This design comes from an exercise in tuning for small area, a short achievable clock period and few clock cycles on the open sky130 flow, not from production work.
Only the layout flow was run in this run; the RTL was not checked for function there.
Power and IR drop assume default switching activity.

## config.mk

```make
export PLATFORM = sky130hd
export DESIGN_NAME = Conv
export DESIGN_NICKNAME = Conv
export VERILOG_FILES = /design/flow/design.v
export SDC_FILE = /design/flow/constraint.sdc
export NUM_CORES = 4
export LEC_CHECK = 0
export CAP_MARGIN = 20
export CORE_MARGIN = 2
export CORE_UTILIZATION = 75
export CTS_BUF_LIST = sky130_fd_sc_hd__clkbuf_4 sky130_fd_sc_hd__clkbuf_8
export CTS_CLUSTER_DIAMETER = 50
export CTS_CLUSTER_SIZE = 20
export SETUP_SLACK_MARGIN = 3.5
export SLEW_MARGIN = 20
```

## constraint.sdc

```tcl
create_clock -name core_clock -period 6.0 [get_ports {clk}]
set_input_delay 1.2000 -clock core_clock [delete_from_list [all_inputs] [get_ports {clk}]]
set_output_delay 1.2000 -clock core_clock [all_outputs]
set_load 0.01 [all_outputs]
```

## design.v

```verilog
module Conv(
  clk,
  rst_n,
  image_valid,
  filter_valid,
  in_data,
  out_valid,
  out_data
);
input clk,rst_n,image_valid,filter_valid;
input [2:0] in_data;
output [8:0] out_data;
output logic out_valid;
function automatic [5:0] m3(input [2:0] a, input [2:0] b);
  case ({a, b})
    6'd0: m3 = 6'd0;
    6'd1: m3 = 6'd0;
    6'd2: m3 = 6'd0;
    6'd3: m3 = 6'd0;
    6'd4: m3 = 6'd0;
    6'd5: m3 = 6'd0;
    6'd6: m3 = 6'd0;
    6'd7: m3 = 6'd0;
    6'd8: m3 = 6'd0;
    6'd9: m3 = 6'd1;
    6'd10: m3 = 6'd2;
    6'd11: m3 = 6'd3;
    6'd12: m3 = 6'd4;
    6'd13: m3 = 6'd5;
    6'd14: m3 = 6'd6;
    6'd15: m3 = 6'd7;
    6'd16: m3 = 6'd0;
    6'd17: m3 = 6'd2;
    6'd18: m3 = 6'd4;
    6'd19: m3 = 6'd6;
    6'd20: m3 = 6'd8;
    6'd21: m3 = 6'd10;
    6'd22: m3 = 6'd12;
    6'd23: m3 = 6'd14;
    6'd24: m3 = 6'd0;
    6'd25: m3 = 6'd3;
    6'd26: m3 = 6'd6;
    6'd27: m3 = 6'd9;
    6'd28: m3 = 6'd12;
    6'd29: m3 = 6'd15;
    6'd30: m3 = 6'd18;
    6'd31: m3 = 6'd21;
    6'd32: m3 = 6'd0;
    6'd33: m3 = 6'd4;
    6'd34: m3 = 6'd8;
    6'd35: m3 = 6'd12;
    6'd36: m3 = 6'd16;
    6'd37: m3 = 6'd20;
    6'd38: m3 = 6'd24;
    6'd39: m3 = 6'd28;
    6'd40: m3 = 6'd0;
    6'd41: m3 = 6'd5;
    6'd42: m3 = 6'd10;
    6'd43: m3 = 6'd15;
    6'd44: m3 = 6'd20;
    6'd45: m3 = 6'd25;
    6'd46: m3 = 6'd30;
    6'd47: m3 = 6'd35;
    6'd48: m3 = 6'd0;
    6'd49: m3 = 6'd6;
    6'd50: m3 = 6'd12;
    6'd51: m3 = 6'd18;
    6'd52: m3 = 6'd24;
    6'd53: m3 = 6'd30;
    6'd54: m3 = 6'd36;
    6'd55: m3 = 6'd42;
    6'd56: m3 = 6'd0;
    6'd57: m3 = 6'd7;
    6'd58: m3 = 6'd14;
    6'd59: m3 = 6'd21;
    6'd60: m3 = 6'd28;
    6'd61: m3 = 6'd35;
    6'd62: m3 = 6'd42;
    6'd63: m3 = 6'd49;
  endcase
endfunction
logic [2:0] f [0:8];     
logic [2:0] q [0:16];    
logic [5:0] cnt;         
logic [7:0] U1_s, U1_c;
logic [8:0] S_s, S_c;
logic [5:0] Z;           
logic [8:0] C;           
logic [8:0] M0, M1, M2;  
logic v0, v1;            
logic codd, first, last;  
wire u1_1 = (f[0][0] & q[16][2]) ^ (f[0][1] & q[16][1]) ^ (f[0][2] & q[16][0]);
wire u1_2 = ((f[0][0] & q[16][2]) ^ (f[0][1] & q[16][1])) ? (f[0][2] & q[16][0]) : (f[0][0] & q[16][2]);
wire u1_3 = (f[1][0] & q[15][2]) ^ (f[1][1] & q[15][1]);
wire u1_4 = (f[1][0] & q[15][2]) & (f[1][1] & q[15][1]);
wire u1_5 = (f[0][1] & q[16][2]) ^ (f[0][2] & q[16][1]);
wire u1_6 = (f[0][1] & q[16][2]) & (f[0][2] & q[16][1]);
wire u1_7 = (f[0][0] & q[16][1]) ^ (f[0][1] & q[16][0]) ^ (f[1][0] & q[15][1]);
wire u1_8 = ((f[0][0] & q[16][1]) ^ (f[0][1] & q[16][0])) ? (f[1][0] & q[15][1]) : (f[0][0] & q[16][1]);
wire u1_9 = (f[1][2] & q[15][0]) ^ (f[2][0] & q[14][2]) ^ (f[2][1] & q[14][1]);
wire u1_10 = ((f[1][2] & q[15][0]) ^ (f[2][0] & q[14][2])) ? (f[2][1] & q[14][1]) : (f[1][2] & q[15][0]);
wire u1_11 = (f[2][2] & q[14][0]) ^ (f[3][0] & q[8][2]) ^ (f[3][1] & q[8][1]);
wire u1_12 = ((f[2][2] & q[14][0]) ^ (f[3][0] & q[8][2])) ? (f[3][1] & q[8][1]) : (f[2][2] & q[14][0]);
wire u1_13 = (f[1][1] & q[15][2]) ^ (f[1][2] & q[15][1]) ^ (f[2][1] & q[14][2]);
wire u1_14 = ((f[1][1] & q[15][2]) ^ (f[1][2] & q[15][1])) ? (f[2][1] & q[14][2]) : (f[1][1] & q[15][2]);
wire u1_15 = (f[2][2] & q[14][1]) ^ (f[3][1] & q[8][2]) ^ (f[3][2] & q[8][1]);
wire u1_16 = ((f[2][2] & q[14][1]) ^ (f[3][1] & q[8][2])) ? (f[3][2] & q[8][1]) : (f[2][2] & q[14][1]);
wire u1_17 = u1_4 ^ u1_5;
wire u1_18 = u1_4 & u1_5;
wire u1_19 = (f[0][2] & q[16][2]) ^ (f[1][2] & q[15][2]) ^ (f[2][2] & q[14][2]);
wire u1_20 = ((f[0][2] & q[16][2]) ^ (f[1][2] & q[15][2])) ? (f[2][2] & q[14][2]) : (f[0][2] & q[16][2]);
wire u1_21 = (f[1][1] & q[15][0]) ^ (f[2][0] & q[14][1]) ^ (f[2][1] & q[14][0]);
wire u1_22 = ((f[1][1] & q[15][0]) ^ (f[2][0] & q[14][1])) ? (f[2][1] & q[14][0]) : (f[1][1] & q[15][0]);
wire u1_23 = (f[3][2] & q[8][0]) ^ u1_3 ^ u1_8;
wire u1_24 = ((f[3][2] & q[8][0]) ^ u1_3) ? u1_8 : (f[3][2] & q[8][0]);
wire u1_25 = u1_1 ^ u1_11;
wire u1_26 = u1_1 & u1_11;
wire u1_27 = u1_10 ^ u1_12 ^ u1_2;
wire u1_28 = (u1_10 ^ u1_12) ? u1_2 : u1_10;
wire u1_29 = u1_13 ^ u1_15 ^ u1_17;
wire u1_30 = (u1_13 ^ u1_15) ? u1_17 : u1_13;
wire u1_31 = (f[3][2] & q[8][2]) ^ u1_6 ^ u1_14;
wire u1_32 = ((f[3][2] & q[8][2]) ^ u1_6) ? u1_14 : (f[3][2] & q[8][2]);
wire u1_33 = u1_16 ^ u1_18 ^ u1_19;
wire u1_34 = (u1_16 ^ u1_18) ? u1_19 : u1_16;
wire u1_35 = (f[0][0] & q[16][0]) ^ (f[1][0] & q[15][0]);
wire u1_36 = (f[0][0] & q[16][0]) & (f[1][0] & q[15][0]);
wire u1_37 = (f[3][0] & q[8][1]) ^ (f[3][1] & q[8][0]) ^ u1_21;
wire u1_38 = ((f[3][0] & q[8][1]) ^ (f[3][1] & q[8][0])) ? u1_21 : (f[3][0] & q[8][1]);
wire u1_39 = u1_22 ^ u1_9 ^ u1_25;
wire u1_40 = (u1_22 ^ u1_9) ? u1_25 : u1_22;
wire u1_41 = u1_26 ^ u1_24 ^ u1_27;
wire u1_42 = (u1_26 ^ u1_24) ? u1_27 : u1_26;
wire u1_43 = u1_28 ^ u1_31 ^ u1_33;
wire u1_44 = (u1_28 ^ u1_31) ? u1_33 : u1_28;
wire u1_45 = u1_20 ^ u1_32;
wire u1_46 = u1_20 & u1_32;
wire u1_47 = (f[2][0] & q[14][0]) ^ (f[3][0] & q[8][0]);
wire u1_48 = (f[2][0] & q[14][0]) & (f[3][0] & q[8][0]);
wire u1_49 = u1_36 ^ u1_7 ^ u1_37;
wire u1_50 = (u1_36 ^ u1_7) ? u1_37 : u1_36;
wire u1_51 = u1_23 ^ u1_38 ^ u1_39;
wire u1_52 = (u1_23 ^ u1_38) ? u1_39 : u1_23;
wire u1_53 = u1_29 ^ u1_40 ^ u1_41;
wire u1_54 = (u1_29 ^ u1_40) ? u1_41 : u1_29;
wire u1_55 = u1_30 ^ u1_42 ^ u1_43;
wire u1_56 = (u1_30 ^ u1_42) ? u1_43 : u1_30;
wire u1_57 = u1_34 ^ u1_45 ^ u1_44;
wire u1_58 = (u1_34 ^ u1_45) ? u1_44 : u1_34;
wire [7:0] u1_a = {1'b0, u1_46, u1_56, u1_54, u1_52, u1_50, u1_48, u1_35};
wire [7:0] u1_b = {1'b0, u1_58, u1_57, u1_55, u1_53, u1_51, u1_49, u1_47};
wire s_1 = U1_c[2] ^ U1_s[2];
wire s_2 = U1_c[2] & U1_s[2];
wire s_3 = U1_c[1] ^ U1_s[1];
wire s_4 = U1_c[1] & U1_s[1];
wire s_5 = (f[4][0] & q[8][2]) ^ (f[4][1] & q[8][1]) ^ (f[4][2] & q[8][0]);
wire s_6 = ((f[4][0] & q[8][2]) ^ (f[4][1] & q[8][1])) ? (f[4][2] & q[8][0]) : (f[4][0] & q[8][2]);
wire s_7 = (f[5][0] & q[7][2]) ^ (f[5][1] & q[7][1]) ^ (f[5][2] & q[7][0]);
wire s_8 = ((f[5][0] & q[7][2]) ^ (f[5][1] & q[7][1])) ? (f[5][2] & q[7][0]) : (f[5][0] & q[7][2]);
wire s_9 = (f[6][0] & q[1][2]) ^ (f[6][1] & q[1][1]);
wire s_10 = (f[6][0] & q[1][2]) & (f[6][1] & q[1][1]);
wire s_11 = U1_c[3] ^ U1_s[3] ^ (f[4][1] & q[8][2]);
wire s_12 = (U1_c[3] ^ U1_s[3]) ? (f[4][1] & q[8][2]) : U1_c[3];
wire s_13 = (f[4][2] & q[8][1]) ^ (f[5][1] & q[7][2]) ^ (f[5][2] & q[7][1]);
wire s_14 = ((f[4][2] & q[8][1]) ^ (f[5][1] & q[7][2])) ? (f[5][2] & q[7][1]) : (f[4][2] & q[8][1]);
wire s_15 = (f[6][1] & q[1][2]) ^ (f[6][2] & q[1][1]);
wire s_16 = (f[6][1] & q[1][2]) & (f[6][2] & q[1][1]);
wire s_17 = (f[4][0] & q[8][1]) ^ (f[4][1] & q[8][0]) ^ (f[5][0] & q[7][1]);
wire s_18 = ((f[4][0] & q[8][1]) ^ (f[4][1] & q[8][0])) ? (f[5][0] & q[7][1]) : (f[4][0] & q[8][1]);
wire s_19 = (f[5][1] & q[7][0]) ^ (f[6][0] & q[1][1]);
wire s_20 = (f[5][1] & q[7][0]) & (f[6][0] & q[1][1]);
wire s_21 = (f[6][2] & q[1][0]) ^ (f[7][0] & q[0][2]) ^ (f[7][1] & q[0][1]);
wire s_22 = ((f[6][2] & q[1][0]) ^ (f[7][0] & q[0][2])) ? (f[7][1] & q[0][1]) : (f[6][2] & q[1][0]);
wire s_23 = (f[7][2] & q[0][0]) ^ s_4 ^ s_1;
wire s_24 = ((f[7][2] & q[0][0]) ^ s_4) ? s_1 : (f[7][2] & q[0][0]);
wire s_25 = s_9 ^ s_5;
wire s_26 = s_9 & s_5;
wire s_27 = (f[7][1] & q[0][2]) ^ (f[7][2] & q[0][1]) ^ s_2;
wire s_28 = ((f[7][1] & q[0][2]) ^ (f[7][2] & q[0][1])) ? s_2 : (f[7][1] & q[0][2]);
wire s_29 = s_10 ^ s_15 ^ s_6;
wire s_30 = (s_10 ^ s_15) ? s_6 : s_10;
wire s_31 = s_8 ^ s_11 ^ s_13;
wire s_32 = (s_8 ^ s_11) ? s_13 : s_8;
wire s_33 = U1_c[4] ^ U1_s[4] ^ (f[4][2] & q[8][2]);
wire s_34 = (U1_c[4] ^ U1_s[4]) ? (f[4][2] & q[8][2]) : U1_c[4];
wire s_35 = (f[5][2] & q[7][2]) ^ (f[6][2] & q[1][2]) ^ (f[7][2] & q[0][2]);
wire s_36 = ((f[5][2] & q[7][2]) ^ (f[6][2] & q[1][2])) ? (f[7][2] & q[0][2]) : (f[5][2] & q[7][2]);
wire s_37 = s_16 ^ s_12 ^ s_14;
wire s_38 = (s_16 ^ s_12) ? s_14 : s_16;
wire s_39 = U1_c[0] ^ U1_s[0] ^ (f[4][0] & q[8][0]);
wire s_40 = (U1_c[0] ^ U1_s[0]) ? (f[4][0] & q[8][0]) : U1_c[0];
wire s_41 = (f[6][1] & q[1][0]) ^ (f[7][0] & q[0][1]) ^ (f[7][1] & q[0][0]);
wire s_42 = ((f[6][1] & q[1][0]) ^ (f[7][0] & q[0][1])) ? (f[7][1] & q[0][0]) : (f[6][1] & q[1][0]);
wire s_43 = s_3 ^ s_19;
wire s_44 = s_3 & s_19;
wire s_45 = s_20 ^ s_18 ^ s_21;
wire s_46 = (s_20 ^ s_18) ? s_21 : s_20;
wire s_47 = s_7 ^ s_23 ^ s_25;
wire s_48 = (s_7 ^ s_23) ? s_25 : s_7;
wire s_49 = s_22 ^ s_27 ^ s_24;
wire s_50 = (s_22 ^ s_27) ? s_24 : s_22;
wire s_51 = s_26 ^ s_29 ^ s_31;
wire s_52 = (s_26 ^ s_29) ? s_31 : s_26;
wire s_53 = s_28 ^ s_33 ^ s_35;
wire s_54 = (s_28 ^ s_33) ? s_35 : s_28;
wire s_55 = s_30 ^ s_32 ^ s_37;
wire s_56 = (s_30 ^ s_32) ? s_37 : s_30;
wire s_57 = U1_c[5] ^ U1_s[5] ^ s_34;
wire s_58 = (U1_c[5] ^ U1_s[5]) ? s_34 : U1_c[5];
wire s_59 = s_36 ^ s_38;
wire s_60 = s_36 & s_38;
wire s_61 = (f[5][0] & q[7][0]) ^ (f[6][0] & q[1][0]);
wire s_62 = (f[5][0] & q[7][0]) & (f[6][0] & q[1][0]);
wire s_63 = s_40 ^ s_17 ^ s_41;
wire s_64 = (s_40 ^ s_17) ? s_41 : s_40;
wire s_65 = s_42 ^ s_44 ^ s_45;
wire s_66 = (s_42 ^ s_44) ? s_45 : s_42;
wire s_67 = s_46 ^ s_49 ^ s_48;
wire s_68 = (s_46 ^ s_49) ? s_48 : s_46;
wire s_69 = s_50 ^ s_53 ^ s_52;
wire s_70 = (s_50 ^ s_53) ? s_52 : s_50;
wire s_71 = s_54 ^ s_57 ^ s_59;
wire s_72 = (s_54 ^ s_57) ? s_59 : s_54;
wire s_73 = U1_c[6] ^ U1_s[6] ^ s_58;
wire s_74 = (U1_c[6] ^ U1_s[6]) ? s_58 : U1_c[6];
wire s_75 = (f[7][0] & q[0][0]) ^ s_61;
wire s_76 = (f[7][0] & q[0][0]) & s_61;
wire s_77 = s_62 ^ s_43 ^ s_63;
wire s_78 = (s_62 ^ s_43) ? s_63 : s_62;
wire s_79 = s_64 ^ s_47 ^ s_65;
wire s_80 = (s_64 ^ s_47) ? s_65 : s_64;
wire s_81 = s_66 ^ s_51 ^ s_67;
wire s_82 = (s_66 ^ s_51) ? s_67 : s_66;
wire s_83 = s_55 ^ s_68 ^ s_69;
wire s_84 = (s_55 ^ s_68) ? s_69 : s_55;
wire s_85 = s_56 ^ s_71 ^ s_70;
wire s_86 = (s_56 ^ s_71) ? s_70 : s_56;
wire s_87 = s_60 ^ s_73 ^ s_72;
wire s_88 = (s_60 ^ s_73) ? s_72 : s_60;
wire s_89 = U1_c[7] ^ U1_s[7] ^ s_74;
wire s_90 = (U1_c[7] ^ U1_s[7]) ? s_74 : U1_c[7];
wire [8:0] s_a = {s_90, s_89, s_87, s_84, s_82, s_80, s_78, s_76, s_39};
wire [8:0] s_b = {1'b0, s_88, s_86, s_85, s_83, s_81, s_79, s_77, s_75};
wire c_1 = S_c[0] ^ S_s[0];
wire c_2 = S_c[0] & S_s[0];
wire c_3 = S_c[1] ^ S_s[1] ^ Z[1];
wire c_4 = (S_c[1] ^ S_s[1]) ? Z[1] : S_c[1];
wire c_5 = S_c[2] ^ S_s[2] ^ Z[2];
wire c_6 = (S_c[2] ^ S_s[2]) ? Z[2] : S_c[2];
wire c_7 = S_c[3] ^ S_s[3] ^ Z[3];
wire c_8 = (S_c[3] ^ S_s[3]) ? Z[3] : S_c[3];
wire c_9 = S_c[4] ^ S_s[4] ^ Z[4];
wire c_10 = (S_c[4] ^ S_s[4]) ? Z[4] : S_c[4];
wire c_11 = S_c[5] ^ S_s[5] ^ Z[5];
wire c_12 = (S_c[5] ^ S_s[5]) ? Z[5] : S_c[5];
wire c_13 = S_c[6] ^ S_s[6];
wire c_14 = S_c[6] & S_s[6];
wire c_15 = S_c[7] ^ S_s[7];
wire c_16 = S_c[7] & S_s[7];
wire c_17 = S_c[8] ^ S_s[8];
wire c_18 = S_c[8] & S_s[8];
wire [8:0] c_a = {c_16, c_14, c_13, c_10, c_8, c_6, c_4, c_2, Z[0]};
wire [8:0] c_b = {c_17, c_15, c_12, c_11, c_9, c_7, c_5, c_3, c_1};
wire csum_g0_0 = c_a[0] & c_b[0];
wire csum_p0_0 = c_a[0] ^ c_b[0];
wire csum_g0_1 = c_a[1] & c_b[1];
wire csum_p0_1 = c_a[1] ^ c_b[1];
wire csum_g0_2 = c_a[2] & c_b[2];
wire csum_p0_2 = c_a[2] ^ c_b[2];
wire csum_g0_3 = c_a[3] & c_b[3];
wire csum_p0_3 = c_a[3] ^ c_b[3];
wire csum_g0_4 = c_a[4] & c_b[4];
wire csum_p0_4 = c_a[4] ^ c_b[4];
wire csum_g0_5 = c_a[5] & c_b[5];
wire csum_p0_5 = c_a[5] ^ c_b[5];
wire csum_g0_6 = c_a[6] & c_b[6];
wire csum_p0_6 = c_a[6] ^ c_b[6];
wire csum_g0_7 = c_a[7] & c_b[7];
wire csum_p0_7 = c_a[7] ^ c_b[7];
wire csum_g0_8 = c_a[8] & c_b[8];
wire csum_p0_8 = c_a[8] ^ c_b[8];
wire csum_g1_1 = csum_g0_1 | (csum_p0_1 & csum_g0_0);
wire csum_g1_2 = csum_g0_2 | (csum_p0_2 & csum_g0_1);
wire csum_p1_2 = csum_p0_2 & csum_p0_1;
wire csum_g1_3 = csum_g0_3 | (csum_p0_3 & csum_g0_2);
wire csum_p1_3 = csum_p0_3 & csum_p0_2;
wire csum_g1_4 = csum_g0_4 | (csum_p0_4 & csum_g0_3);
wire csum_p1_4 = csum_p0_4 & csum_p0_3;
wire csum_g1_5 = csum_g0_5 | (csum_p0_5 & csum_g0_4);
wire csum_p1_5 = csum_p0_5 & csum_p0_4;
wire csum_g1_6 = csum_g0_6 | (csum_p0_6 & csum_g0_5);
wire csum_p1_6 = csum_p0_6 & csum_p0_5;
wire csum_g1_7 = csum_g0_7 | (csum_p0_7 & csum_g0_6);
wire csum_p1_7 = csum_p0_7 & csum_p0_6;
wire csum_g1_8 = csum_g0_8 | (csum_p0_8 & csum_g0_7);
wire csum_p1_8 = csum_p0_8 & csum_p0_7;
wire csum_g2_2 = csum_g1_2 | (csum_p1_2 & csum_g0_0);
wire csum_g2_3 = csum_g1_3 | (csum_p1_3 & csum_g1_1);
wire csum_g2_4 = csum_g1_4 | (csum_p1_4 & csum_g1_2);
wire csum_p2_4 = csum_p1_4 & csum_p1_2;
wire csum_g2_5 = csum_g1_5 | (csum_p1_5 & csum_g1_3);
wire csum_p2_5 = csum_p1_5 & csum_p1_3;
wire csum_g2_6 = csum_g1_6 | (csum_p1_6 & csum_g1_4);
wire csum_p2_6 = csum_p1_6 & csum_p1_4;
wire csum_g2_7 = csum_g1_7 | (csum_p1_7 & csum_g1_5);
wire csum_p2_7 = csum_p1_7 & csum_p1_5;
wire csum_g2_8 = csum_g1_8 | (csum_p1_8 & csum_g1_6);
wire csum_p2_8 = csum_p1_8 & csum_p1_6;
wire csum_g3_4 = csum_g2_4 | (csum_p2_4 & csum_g0_0);
wire csum_g3_5 = csum_g2_5 | (csum_p2_5 & csum_g1_1);
wire csum_g3_6 = csum_g2_6 | (csum_p2_6 & csum_g2_2);
wire csum_g3_7 = csum_g2_7 | (csum_p2_7 & csum_g2_3);
wire csum_g3_8 = csum_g2_8 | (csum_p2_8 & csum_g2_4);
wire csum_p3_8 = csum_p2_8 & csum_p2_4;
wire csum_g4_8 = csum_g3_8 | (csum_p3_8 & csum_g0_0);
wire [8:0] csum = {(csum_p0_8 ^ csum_g3_7), (csum_p0_7 ^ csum_g3_6), (csum_p0_6 ^ csum_g3_5), (csum_p0_5 ^ csum_g3_4), (csum_p0_4 ^ csum_g2_3), (csum_p0_3 ^ csum_g2_2), (csum_p0_2 ^ csum_g1_1), (csum_p0_1 ^ csum_g0_0), csum_p0_0};
wire [2:0] cc = cnt[2:0];
wire rodd = cnt[3] ^ (cc == 3'd0);
always_ff @(posedge clk) begin
  if (filter_valid) begin
    for (int k = 0; k < 8; k++) f[k] <= f[k+1];
    f[8] <= in_data;
  end
  if (image_valid) begin
    q[0] <= in_data;
    for (int k = 1; k < 17; k++) q[k] <= q[k-1];
    U1_s <= u1_a;
    U1_c <= u1_b;
    S_s <= s_a;
    S_c <= s_b;
  end
  Z <= m3(f[8], in_data);
  C <= csum;
  codd  <= ~cc[0];
  first <= ~rodd & cc[0];
  last  <= rodd & ~cc[0];
end
logic [8:0] mx;
wire gt = C > M0;
always_comb mx = gt ? C : M0;
always_ff @(posedge clk) begin
  if (v1) begin
    if (codd) begin
      M0 <= M1;
      M1 <= M2;
      M2 <= mx;
    end else if (first || gt) begin
      M0 <= C;
    end
  end
end
assign out_data = M2;
wire [2:0] row = cnt[5:3];
wire [2:0] col = cnt[2:0];
always_ff @(posedge clk or negedge rst_n) begin
  if (!rst_n) begin
    cnt <= 0;
    v0 <= 0;
    v1 <= 0;
    out_valid <= 0;
  end else begin
    if (image_valid) cnt <= cnt + 1;
    v0 <= image_valid & (row[2] | row[1]) & (col[2] | col[1]);
    v1 <= v0;
    out_valid <= v1 & last;
  end
end
endmodule
```

## run.sh

```bash
#!/bin/bash
# synth_recipe.tcl (not shown) runs the flow's synth.tcl, then flattens the netlist and writes it again
# the make line also repeats each setting of config.mk as NAME=value (left out here)
make -C /OpenROAD-flow-scripts/flow DESIGN_CONFIG=/design/flow/config.mk WORK_HOME=/design/flow/orfs CLKGATE_MAP_FILE= SYNTH_SCRIPT=/design/flow/synth_recipe.tcl finish
```

==> impl_metrics.toml <==
[outcome]
status = "no timing/DRC/antenna violations"

[floorplanning]
dieWidth_um = 108
rows = 38
io_pins = 17
die_y_um = 108
die_area_um2 = 11800
start_util_pct = 76.2
core_um2 = 10700

[clocking]
clock_latency_ns = 0.48
root_buffer = "clkbuf_8"
clk_path_buf_depth = 2
numCtsBuffers = 17
cts_tree = "done"
cts.htree.levels = 4
clk_pin_slew_ns = 0.08
hold_buffers = 0
clock-sinks = 162

[placed_design]
placed_cells = 784
placed_area_um2 = 8510
routabilityCongestion = 0.824
hpwl_um = 10600
numPortBuffers = 16

[synthesis]
synthTopCellsByArea = "edfxtp_1 50%, xnor2_1 11%, ha_1 6.6%"
synth_top_area_share_pct = 49.5
avgSynthCellArea_um2 = 13.0
yosysTopAreaCell = "edfxtp_1"
ys_seq_area_share_pct = 56.7
netlist_instances = 632
synth-async-reset-ratio_pct = 5.56
yosysWarnings = 3
synth_ff_type = "edfxtp_1"
synth.distinct_cells = 40
synth_seq_cells = 162
syn-num-nets = 683
synth_edf_count = 135
mappedNetlistArea_um2 = 8190

[timing]
setup_viol = 0
tns_ns = 0
worstMarginPinSlew_ns = 0.838
post-route-period-util_pct = 42.8
fin_hold_ws_ns = 0.358
hold_viol_final = 0
rsz0062_at_grt = "yes"
period_minus_slack_ns = 2.57
drv_slew = 0
slew_headroom_pct = 44.1
fin_worst_skew_ns = 0.0148
max_freq_ghz = 0.389

[route]
wl_per_cell_um = 19.3
viasPerCell = 6.04
wl_met3_um = 917
postRouteAntennaNets = 0
wl_met1_um = 6370
num_vias = 5064
dr_wl_met2_um = 8450
drt_first_pass_iters = 6
drtIter0Drc = 330
routed.top_layer = "met4"
wl_um = 16200
drc = 0

[power]
combPwrFrac_pct = 39.6
netSwitchingPower_w = 0.00135
switching_share_pct = 33.3
seq_power_share_pct = 42.1
p_int_w = 0.00271
clockPowerShare_pct = 18.4
p_leak_nw = 3.48
peakVddDrop_uv = 337
power_density_nw_per_um2 = 442

[final_layout]
fillers = 547
num_antenna_cells = 0
fin_nets = 737
drive_above_1_share_pct = 17.2
mostFrequentLayoutCells = "135 x edfxtp_1, 95 x xnor2_1, 67 x nand2_1, 40 x ha_1, 34 x maj3_1"
final_common_cell = "edfxtp_1"
area_growth_pct = 12.1
instances_no_fill = 839
finalInstanceArea_um2 = 9180

[global_routing]
grt_pass1_vias = 4916
overflow = 0
antenna_found_initial = 0
grt_usage_pct = 27.9
grt_max_degree = 68
grt_pass1_wl_um = 24100

[hold_path]
min_from = "v0"
hold_path_depth = 0
worstHoldEndpoint = "v1"
holdCritPathClass = "register to register"

[setup_path]
startpoint_type = "register"
crit_fanout = 3
path_cells = "and2_4 -> ha_4 -> nor2_4 -> and2b_2 -> xnor2_2 -> maj3_2 -> maj3_2 -> maj3_2"
r2r_setup_slack_ns = 3.43
worstPathRequired_ns = 6.22
endpoint_kind = "register"
r2r_start = "q[1][1]"
cp.arrival_ns = 2.79
cp_num_buf_inv = 0
reg2reg_to = "S_c[6]"
path_common_cell = "maj3_2"
critical_path_class = "register to register"
max_stage_delay_ns = 0.45
r2r_cells = 8
slowest_stage = "edfxtp_1"
path_delay_family = "adder cells"

[run]
drv_cap = 0
worst register-to-register path: stages, from the launching register on:
cell      delay [ns]
edfxtp_1        0.45
and2_4          0.18
ha_4            0.25
nor2_4          0.11
and2b_2         0.24
xnor2_2         0.15
maj3_2          0.33
maj3_2          0.32
maj3_2          0.29
layout make-up:
type,instances,area [µm²],share of cell area (%)
Tap cell,140,175,1.91
Inverter,31,116,1.27
Sequential cell,162,4640,50.5
Multi-Input combinational cell,434,3550,38.7
Clock inverter,11,106,1.16
Timing Repair Buffer,40,325,3.54
Clock buffer,21,264,2.88
state kept, by name, summed over array words and instances (netlist names):
register,flops
Z,6
S_s,8
C,9
U1_c,7
S_c,8
codd,1
M1,9
v0,1
cnt,6
first,1
last,1
M2,9
M0,9
out_valid,1
f,27
q,51
U1_s,7
v1,1
cells in the mapped netlist (all sizes together), types with 5 or more instances:
master  count
xnor2     103
and2       21
nor2       14
a21oi      25
maj3       47
o21ai      19
ha         43
nand2      77
edfxtp    135
dfxtp      18
clkbuf      5
inv        31
mux2       17
dfrtp       9
xor2       28
layer usage:
layer	GRT usage, %	vias up
li1	-	2324
met1	33.6	2478
met2	48.9	220
met3	6.15	42
met4	10.8	0
met5	0	-
cell families (layout without fill, tap and decap cells):
| logic type | count (synthesis) | count (layout) | synth area share (%) |
|---|---|---|---|
| and+or+nand+nor | 126 | 126 | 6.94 |
| DFF | 162 | 162 | 56.7 |
| AOI/OAI and AO/OA | 65 | 66 | 4.69 |
| adders and majority gates | 91 | 91 | 12.7 |
| muxes | 18 | 18 | 2.46 |
| xor gates and xnor gates | 133 | 133 | 14.9 |
| buffers and inverters | 37 | 103 | 1.70 |
power by group through the flow:
stage / logic, W / registers, W / clock network (W)
after floorplan: 0.00122 / 0.00167 / 0
after global placement: 0.00141 / 0.00171 / 0
after detailed placement: 0.00149 / 0.00173 / 0
after CTS: 0.00153 / 0.00170 / 0.000753
after global routing: 0.00175 / 0.00173 / 0.000795
final: 0.00161 / 0.00171 / 0.000745
per-stage QoR:
step                setup slack [ns]  util [%]  total power [W]
CTS                             3.48      84.1          0.00398
global route                    3.41      85.4          0.00427
detailed placement              2.76      79.2          0.00322
finish                          3.43      85.4          0.00406
global placement                2.95      79.2          0.00313
floorplan                       3.49         -          0.00289
worst max path at each step:
stage | start | to | slack, ns | depth (start not counted)
floorplan | q[1][2] | S_c[6] | 3.49 | 8
global placement | in_data[1] | Z[3] | 2.95 | 7
detailed placement | in_data[1] | Z[3] | 2.76 | 7
CTS | q[1][1] | S_c[6] | 3.48 | 8
global route | q[1][2] | S_c[6] | 3.41 | 8
finish | q[1][1] | S_c[6] | 3.43 | 8
timing repair:
action                     in CTS  in global routing
hold endpoints to repair        0                  0
setup endpoints to repair      37                 29
resized for setup              23                 31
gates cloned                    0                  1
setup buffers                  18                  4
pin swaps                       7                 17

-- static timing again, ports no longer ideal --
How much do the figures lean on ideal ports? The routed layout below was timed once more, with nothing changed but the port constraints.
Step 1 sets driving cells, clkbuf_16 on the clock port and buf_2 on the other inputs (assumed; they add their load-dependent delay and slew).
Step 2 times the ports against the registers' clock, not the clock port: input delays grow and output delays shrink by t, the midpoint of the rising clock arrivals with the driver on.
Three values: ideal, step 1, step 2; two values: the first two.
shift t [ns]: 0.505
setup WS [ns]: 3.430 / 3.430 / 3.200
worst setup path at the end: input to register
slew at the worst register clock pin (ns): 0.09 / 0.09
After both steps setup and hold are still met in this run. For this run, drivers alone change the setup slack by 0.000 ns; drivers and shift together by -0.230 ns.
